What follows belongs to an exercise in optimizing a design on an open flow for small area; a production flow would make more cautious choices.
Function was not checked in any run shown here: the RTL went through the layout flow alone.
Power and IR drop assume default switching activity.

## flow/design.v (module list and top-level ports; edited modules follow where they fit)
// module ALU: 111 lines
// module rca32: 18 lines
// module cdiv125: 31 lines
// module mdarr: 1323 lines
// module RegisterFile: 29 lines
// module ControlUnit: 19 lines
// module InstructionFetch: 61 lines
// module RV32I_Processor: 61 lines
module RV32I_Processor (
    input clk,
    input reset,
    input [31:0] branch_target,
    input [31:0] jump_target,
    input interrupt_taken,
    input [31:0] interrupt_vector,
    input stall,
    input [255:0] instruction_memory_input,
    output [31:0] pc,
    output [31:0] alu_result,
    output wire [31:0] instruction,
    output reg_write,
    output [31:0] read_data1,
    output [31:0] read_data2,
    output zero,
    input [5:0] alu_control,
    output exception
);
  // ...
==> flow/run.sh <==
#!/bin/bash
# synth_recipe.tcl (not shown) runs the flow's synth.tcl, then flattens the netlist and writes it again
# the make line also repeats each setting of config.mk as NAME=value (left out here)
make -C /OpenROAD-flow-scripts/flow DESIGN_CONFIG=/design/flow/config.mk WORK_HOME=/design/flow/orfs CLKGATE_MAP_FILE= SYNTH_SCRIPT=/design/flow/synth_recipe.tcl finish
==> flow/config.mk <==
export PLATFORM = sky130hd
export DESIGN_NAME = RV32I_Processor
export DESIGN_NICKNAME = RV32I_Processor
export VERILOG_FILES = /design/flow/design.v
export SDC_FILE = /design/flow/constraint.sdc
export NUM_CORES = 8
export LEC_CHECK = 0
export ABC_AREA = 1
export CAP_MARGIN = 20
export CORE_MARGIN = 2
export CORE_UTILIZATION = 35
export PLACE_DENSITY = 0.4
export SLEW_MARGIN = 20
==> flow/constraint.sdc <==
create_clock -name core_clock -period 240.0 [get_ports {clk}]
set_input_delay 48.0000 -clock core_clock [delete_from_list [all_inputs] [get_ports {clk}]]
set_output_delay 48.0000 -clock core_clock [all_outputs]
set_load 0.01 [all_outputs]
==> results.cfg, run 1 <==
[timing]
final_max_slew_viol_count = 6
whs_ns = 0.476
hold_viol_final = 0

[cells_and_area]
dominant_cells = multi-input gates
multi_input_area_share_pct = 47.1
layout.cells.most_common_list = 3,151 x nand2_1, 1,504 x edfxtp_1, 1,217 x nand3_1
post_route_cells_drive_above_1_share_pct = 13.8
layout.area.seq_sq_mm = 0.0471

[clock_network]
postCtsResizedCells = 19
insertion_delay_ns = 0.86
clkTransAtPathRegs_ns = 0.06
tritoncts = built

[run_status]
violations = capacitance limit, slew limit
run_status = complete, but fails checks

[min_path]
whs_path_depth = 2

[worst_setup_path]
cp_num_buf_inv = 174
worst-path-stages = 887
setup.worst_path.end = zero
worstSetupStartpointType = input pin

[routing]
drc_marker_count_from_the_first_detailed_route_iteration = 13100
vias_per_cell = 5.93
wire_per_inst_microns = 34.8

[floorplan]
ios = 525

[flow_run]
drv.max_cap_violation_count = 2

[grt]
grt.busiest_layer = met2
use_met2_pct = 58.7

[place]
cell_area_placed_sq_mm = 0.131

[pwr]
vdd.ir_drop.worst_mv = 6.78
combinationalPowerShare_pct = 99.4
==> run 2, diff against run 1 <==
--- a/flow/config.mk
+++ b/flow/config.mk
@@ -8,3 +8,3 @@
 export ABC_AREA = 1
-export CAP_MARGIN = 20
+export CAP_MARGIN = 0
 export CORE_MARGIN = 2
@@ -12,2 +12,2 @@
 export PLACE_DENSITY = 0.4
-export SLEW_MARGIN = 20
+export SLEW_MARGIN = 0
==> run 2 against run 1 <==
  * Still fails the layout checks on capacitance limit, slew limit
  * Routed wire length hardly changed
  * Final cell count hardly changed
  * Synthesized cell count unchanged
  * Critical endpoint unchanged
  * Flip-flop and latch count did not move
  * Power down 0.93%
  * Fmax barely moved
  * Cell area grew 0.14%
  * Global-route usage is essentially flat
  * Combinational power barely moved
  * First-iteration DRC count up 2.7%
  * Register-to-register slack worse by 0.19 ns
  * Clock-buffer cell count up 1
==> results.cfg, run 2 <==
[floorplan]
core_area_sq_mm = 0.337
die-height_microns = 586
ios = 525
die_width_microns = 586
rows = 213
die_area_sq_mm = 0.343
initial_core_util_pct = 35.2

[timing]
min_period_ns = 225.64
tcrit_tclk_final_pct = 94.0
final_max_slew_viol_count = 6
fmax_ghz = 0.00443
clock-skew-final_ns = 0.0770
max_slew_margin_pct = -147
report.final.setup_viol = 0
hold_viol_final = 0
tightestPinTransition_ns = 3.68
setup_total_negative_slack_ns = 0

[worst_setup_path]
worst_r2r_endpoint = RF.regs[23][0]
cp_num_buf_inv = 172
endpoint_kind = primary output
worst_path_max_delay_cell = nand2_1
worst_path_dominant_cell_family = compound AO/OA/AOI/OAI gates
worstSetupStartpointType = input pin
worst-setup-path-type = input pin to primary output
r2r_path_start = IF.pc[29]
r2r_cell_count = 835
setup.worst_path.end = zero
cpPeakStageDelay_ns = 0.71
worst-path-stages = 890
cp-startpoint = instruction_memory_input[147]
critPathArrivalTime_ns = 177.64
critical_path_required_ns = 192.00
critPathMostFrequentCell = inv_1
register_to_register_path_setup_slack_ns = 108.28
worst-path-max-fanout = 38

[cells_and_area]
layout.area.seq_sq_mm = 0.0471
syn_to_final_growth_pct = 16.6
num-fill-cells = 33500
layout.cells.most_common_list = 3,147 x nand2_1, 1,504 x edfxtp_1, 1,216 x nand3_1
final_nets = 15600
post_route_cells_drive_above_1_share_pct = 13.9
multi_input_comb_area_sq_mm = 0.0650
top_register = RF.regs
layout_commonest_cell = nand2_1
post-route-cell-area_sq_mm = 0.138
largest_reg_flops = 992
largest_registers = RF.regs x992, IF.cache x512, IF.pc x32

[pwr]
switching_share_pct = 62.6
net-switching-power_mw = 101
internal_power_mw = 60.3
vdd.ir_drop.worst_mv = 6.99
pwr_density_cell_mw_per_mm2 = 1170
largestPowerGroup = combinational logic
clkPwrFrac_pct = 0.2
power_leakage_nw = 58.5
clk-power_uw = 269
combinationalPowerShare_pct = 99.4
p_seq_uw = 748
comb_cell_power_mw = 160
power.sequential.fraction_pct = 0.5

[clock_network]
clock_sinks = 1583
tritoncts = built
insertion_delay_ns = 0.88
clock_buffer_count_from_cts = 174
clkTransAtPathRegs_ns = 0.05
clock_h_tree_levels = 4
cts.root.buffer_cell = clkbuf_16
postCtsHoldBufs = 0
clock_tree.buffer_depth = 4

[place]
cell_area_placed_sq_mm = 0.131
globalplace.congestion = 1.02
place_hpwl_microns = 457000
io_buffer_count = 524

[min_path]
timing.hold.worst.class = register to register
hold-path-endpoint = RF.valid[30]
hp-start = RF.valid[30]
whs_path_depth = 2

[run_status]
run_status = complete, but fails checks
violations = capacitance limit, slew limit

[synthesis]
yosys-top-cells-area = edfxtp_1 38%, nand2_1 10%, ha_1 7.8%
synth_seq_area_share_pct = 39.8
synth_fp_nets = 14900
post_synth.cell_area_avg_sq_um = 8.78
ys_warn_count = 38
postSynthCellCount = 13500
ys_top_cells_by_count = 3,176 x nand2_1, 1,504 x edfxtp_1, 1,226 x nand3_1, 1,144 x inv_1, 895 x nor2_1
synth_enable_flop_cells = 1504
syn-cell-area_sq_mm = 0.118
flip_flop_and_latch_count_after_synthesis = 1583
postSynth.topFlopCell = edfxtp_1
synth-async-reset-ratio_pct = 4.99
synthDominantAreaCellType = edfxtp_1
ys_types = 93
synth_top_area_share_pct = 38.1
yosys.cell_count.top_type = nand2_1

[routing]
vias_per_cell = 5.93
drc_marker_count_from_the_first_detailed_route_iteration = 13400
route.final.wire_length_microns = 656000
detailedRoute.firstPassIterationCount = 9
ant_nets = 0
remaining_drc_errors = 0
wire_per_inst_microns = 34.8
num_vias = 112000

[grt]
gr_util_all_layers_pct = 37.1
grt_antenna_before_repair = 52
grt_overflow = 0
grt_start_max_net_pins = 202
grt_pass1_wl_microns = 886000
grt_pass1_vias = 108000

[flow_run]
drv.max_cap_violation_count = 2
-- run 2: cell counts after synthesis --
No cell type changed its count.
-- run 2: layer usage --
layer	track usage, %	share of wire, %	vias to the layer above	wire (microns)
met1	46.7	39	55500	256000
met5	0	0.021	-	135
met4	22.1	7.2	18	46900
li1	-	-	48200	-
met2	58.4	45	6456	293000
met3	7.88	9.2	1671	60100
-- run 2: timing repair --
action                                 CTS  global route
setup endpoints to repair                7            18
gates resized for setup                 21           198
pin swaps                                3            24
setup buffers                            8            67
gates cloned                             6             5
endpoints found under the hold margin    0             0
-- run 2: cell families (layout without fill, tap and decap cells) --
group / count (synthesis) / count (layout) / share of synthesized area (%)
AO/OA/AOI/OAI: 2318 / 2319 / 12.5
XOR/XNOR: 327 / 327 / 2.73
adder cells (fa/ha/maj): 1046 / 1046 / 13.0
buffers and inverters: 1891 / 2702 / 7.06
flip-flops: 1583 / 1583 / 39.8
multiplexers: 2 / 2 / 0.0169
other: 0 / 31 / 0
AND/OR/NAND/NOR: 6329 / 6334 / 24.9
-- run 2: per-stage QoR --
| step | power, mW | utilization [%] | hold WS (ns) | std cells | setup slack (ns) |
|---|---|---|---|---|---|
| 6_report | 161 | 41.0 | 0.475 | 18900 | 14.36 |
| 2_1_floorplan | 159 | - | 0.428 | 13500 | 10.01 |
| 5_1_grt | 164 | 41.0 | 0.503 | 18800 | -0.439 |
| 4_1_cts | 162 | 40.6 | 0.479 | 18800 | 0.157 |
| 3_5_place_dp | 162 | 38.9 | 0.467 | 18400 | -4.26 |
| 3_3_place_gp | 161 | 38.9 | 0.464 | 18400 | -1.70 |
-- run 2: cell type report --
type                    count  share of cell area (%)
clock buffers             210                    3.29
repair inverters            5                  0.0181
multi-input cells       10000                    47.0
clock inverters            99                   0.658
flip-flops and latches   1583                    34.1
inverters                1282                    3.60
diodes                     31                  0.0562
repair buffers           1106                    7.12
well taps                4515                    4.09
==> run 3, diff against run 2 <==
--- a/flow/config.mk
+++ b/flow/config.mk
@@ -8,6 +8,6 @@
 export ABC_AREA = 1
-export CAP_MARGIN = 0
+export CAP_MARGIN = 20
 export CORE_MARGIN = 2
-export CORE_UTILIZATION = 35
-export PLACE_DENSITY = 0.4
-export SLEW_MARGIN = 0
+export CORE_UTILIZATION = 55
+export PLACE_DENSITY = 0.65
+export SLEW_MARGIN = 20
==> run 3 against run 2 <==
  * Clock-buffer cell count down 32
  * Combinational power about the same
  * Largest cell class unchanged
  * Now clean on timing, DRC and antenna
  * Utilization is 22 points higher
  * First-iteration DRC count grew 45%
  * Register-to-register slack got worse by 2.3 ns
  * Worst hold slack better by 0.015 ns
  * Flip-flop and latch count unchanged
  * Synthesized cell count stayed put
  * Fmax fell by 1.0%
  * Sequential share of layout area is 0.85 points higher
==> results.cfg, run 3 <==
[routing]
vias_per_cell = 6.85
drc_marker_count_from_the_first_detailed_route_iteration = 19400
ant_nets = 0
remaining_drc_errors = 0
num_vias = 117000
detailedRoute.firstPassIterationCount = 13
wire_per_inst_microns = 33.5
route.final.wire_length_microns = 573000

[grt]
global_route.usage.met1_pct = 58.2
grt_pass1_wl_microns = 795000
grt_start_max_net_pins = 124
use_met2_pct = 72.3
grt_antenna_before_repair = 58
grt_overflow = 0
gr_util_all_layers_pct = 51.0
grt_pass1_vias = 111000
grt_util_met3_pct = 22.7
grt.busiest_layer = met2

[place]
dp_slack_ns = -5.24
cell_area_placed_sq_mm = 0.128
globalplace.congestion = 1.10
io_buffer_count = 524
place_hpwl_microns = 383000

[worst_setup_path]
worst-path-max-fanout = 38
worst_r2r_endpoint = RF.regs[15][0]
worst_path_dominant_cell_family = compound AO/OA/AOI/OAI gates
critPathArrivalTime_ns = 180.02
cp-startpoint = instruction_memory_input[120]
cpPeakStageDelay_ns = 0.59
critical_path_required_ns = 192.00
critPathMostFrequentCell = nand2_1
endpoint_kind = primary output
cp_num_buf_inv = 167
worst-path-stages = 895
setup.worst_path.end = zero
register_to_register_path_setup_slack_ns = 105.97
r2r_cell_count = 850
worstSetupStartpointType = input pin
worst_path_max_delay_cell = clkdlybuf4s50_1
r2r_path_start = IF.pc[16]
worst-setup-path-type = input pin to primary output

[synthesis]
syn-cell-area_sq_mm = 0.118
postSynthCellCount = 13500
synth_seq_area_share_pct = 39.8
synthDominantAreaCellType = edfxtp_1
ys_types = 93
synth_compound_gate_area_share_pct = 12.5
post_synth.cell_area_avg_sq_um = 8.78
yosys.cell_count.top_type = nand2_1
ys_top_cells_by_count = 3,176 x nand2_1, 1,504 x edfxtp_1, 1,226 x nand3_1, 1,144 x inv_1, 895 x nor2_1
synth_fa_ha_area_share_pct = 13.0
synth_mux_area_share_pct = 0.0169
synth_fp_nets = 14900
flip_flop_and_latch_count_after_synthesis = 1583
synth_enable_flop_cells = 1504
synth-async-reset-ratio_pct = 4.99
ys_warn_count = 38
post_synth_and_or_nand_nor_area_fraction_pct = 24.9
postSynth.topFlopCell = edfxtp_1
synth_top_family_by_area = simple AND/OR/NAND/NOR gates
yosys-top-cells-area = edfxtp_1 38%, nand2_1 10%, ha_1 7.8%
synth_xor_xnor_area_share_pct = 2.73
synth_top_area_share_pct = 38.1

[clock_network]
tritoncts = built
clock_tree.buffer_depth = 3
clock_sinks = 1583
clock_buffer_count_from_cts = 145
clkTransAtPathRegs_ns = 0.06
insertion_delay_ns = 0.82
clock_h_tree_levels = 4
cts.root.buffer_cell = clkbuf_16

[floorplan]
rows = 170
die_width_microns = 468
core_area_sq_mm = 0.214
ios = 525
die-height_microns = 468
initial_core_util_pct = 55.2
die_area_sq_mm = 0.219

[timing]
min_period_ns = 228.02
hold_viol_final = 0
report.final.setup_viol = 0
whs_ns = 0.490
fmax_ghz = 0.00439
tightestPinTransition_ns = 1.30
final_max_slew_viol_count = 0
tcrit_tclk_final_pct = 95.0
max_slew_margin_pct = 13.0
timing.final.ws_setup_ns = 11.98
clock-skew-final_ns = 0.0515

[pwr]
p_seq_uw = 770
vdd.ir_drop.worst_mv = 10.4
largestPowerGroup = combinational logic
clkPwrFrac_pct = 0.1
power_leakage_nw = 57.7
internal_power_mw = 62.2
net-switching-power_mw = 102
power_mw = 164
switching_share_pct = 62.2
power.sequential.fraction_pct = 0.5
clk-power_uw = 237
comb_cell_power_mw = 163
combinationalPowerShare_pct = 99.4
pwr_density_cell_mw_per_mm2 = 1220

[flow_run]
drv.max_cap_violation_count = 0

[min_path]
hold-path-endpoint = RF.valid[29]
hp-start = RF.valid[29]
whs_path_depth = 2
timing.hold.worst.class = register to register

[cells_and_area]
post-route-cell-area_sq_mm = 0.135
multi_input_comb_area_sq_mm = 0.0650
layout.cells.most_common_list = 3,137 x nand2_1, 1,504 x edfxtp_1, 1,214 x nand3_1
syn_to_final_growth_pct = 13.8
post_route_cells_drive_above_1_share_pct = 13.2
largest_reg_flops = 992
layout.area.seq_sq_mm = 0.0471
top_register = RF.regs
num-fill-cells = 18100
final_nets = 15500
largest_registers = RF.regs x992, IF.cache x512, IF.pc x32
layout_commonest_cell = nand2_1

[run_status]
run_status = finished clean
## run 3: layout make-up
| type | instances | share of cell area (%) |
|---|---|---|
| diodes | 59 | 0.110 |
| clock buffers | 178 | 2.86 |
| clock inverters | 81 | 0.590 |
| inverters | 1282 | 3.73 |
| multi-input cells | 10000 | 48.2 |
| flip-flops and latches | 1583 | 35.0 |
| well taps | 2838 | 2.63 |
| repair buffers | 1027 | 6.87 |
| repair inverters | 4 | 0.0149 |
## run 3: layer usage
metal / vias to the layer above / wire (microns)
met4: 46 / 65600
li1: 48000 / -
met5: - / 896
met3: 3562 / 89800
met1: 54900 / 185000
met2: 10500 / 231000
## run 3: timing repair
| item | CTS | global route |
|---|---|---|
| endpoints found under the hold margin | 0 | 0 |
| gates resized for setup | 52 | 234 |
| pin swaps | 10 | 31 |
| hold buffers | 0 | 0 |
| setup endpoints to repair | 8 | 19 |
| setup buffers | 20 | 77 |
| gates cloned | 5 | 2 |
## run 3: per-stage QoR
step	setup TNS, ns	utilization, %	instances
after floorplan	0	-	13500
after global placement	-0.0600	59.6	16700
after detailed placement	-21.89	59.6	16700
after CTS	0	62.0	16900
after global routing	-1.99	62.8	17000
final	0	62.9	17100
## run 3: logic make-up (layout without fill, tap and decap cells)
group	count (synthesis)	count (layout)
simple gates	6329	6331
compound gates	2318	2319
buf+inv	1891	2572
flops	1583	1583
fa+ha+maj	1046	1046
xor+xnor	327	327
mux	2	2
other cells	0	59

## separate check: timing with driven ports
How much do the figures lean on ideal ports? The routed layouts below were timed once more, with nothing changed but the port constraints. Step 1 sets driving cells, clkbuf_16 on the clock port and buf_2 on the other inputs (assumed; they add their load-dependent delay and slew). Step 2 times the ports against the registers' clock, not the clock port: input delays grow and output delays shrink by t, the midpoint of the rising clock arrivals with the driver on. a / b / c = no drivers / after step 1 / after step 2; a / b = the first two.
| run | t, ns | setup slack, ns | pins driven straight from the clock port |
|---|---|---|---|
| run 1 | 0.923 | 14.433 / 14.406 / 14.406 | 1 |
| run 2 | 0.930 | 14.355 / 14.313 / 14.313 | 1 |
| run 3 | 0.885 | 11.981 / 11.955 / 11.955 | 1 |
For run 2, which loses most, drivers alone change the setup slack by -0.042 ns; drivers and shift together by -0.042 ns.
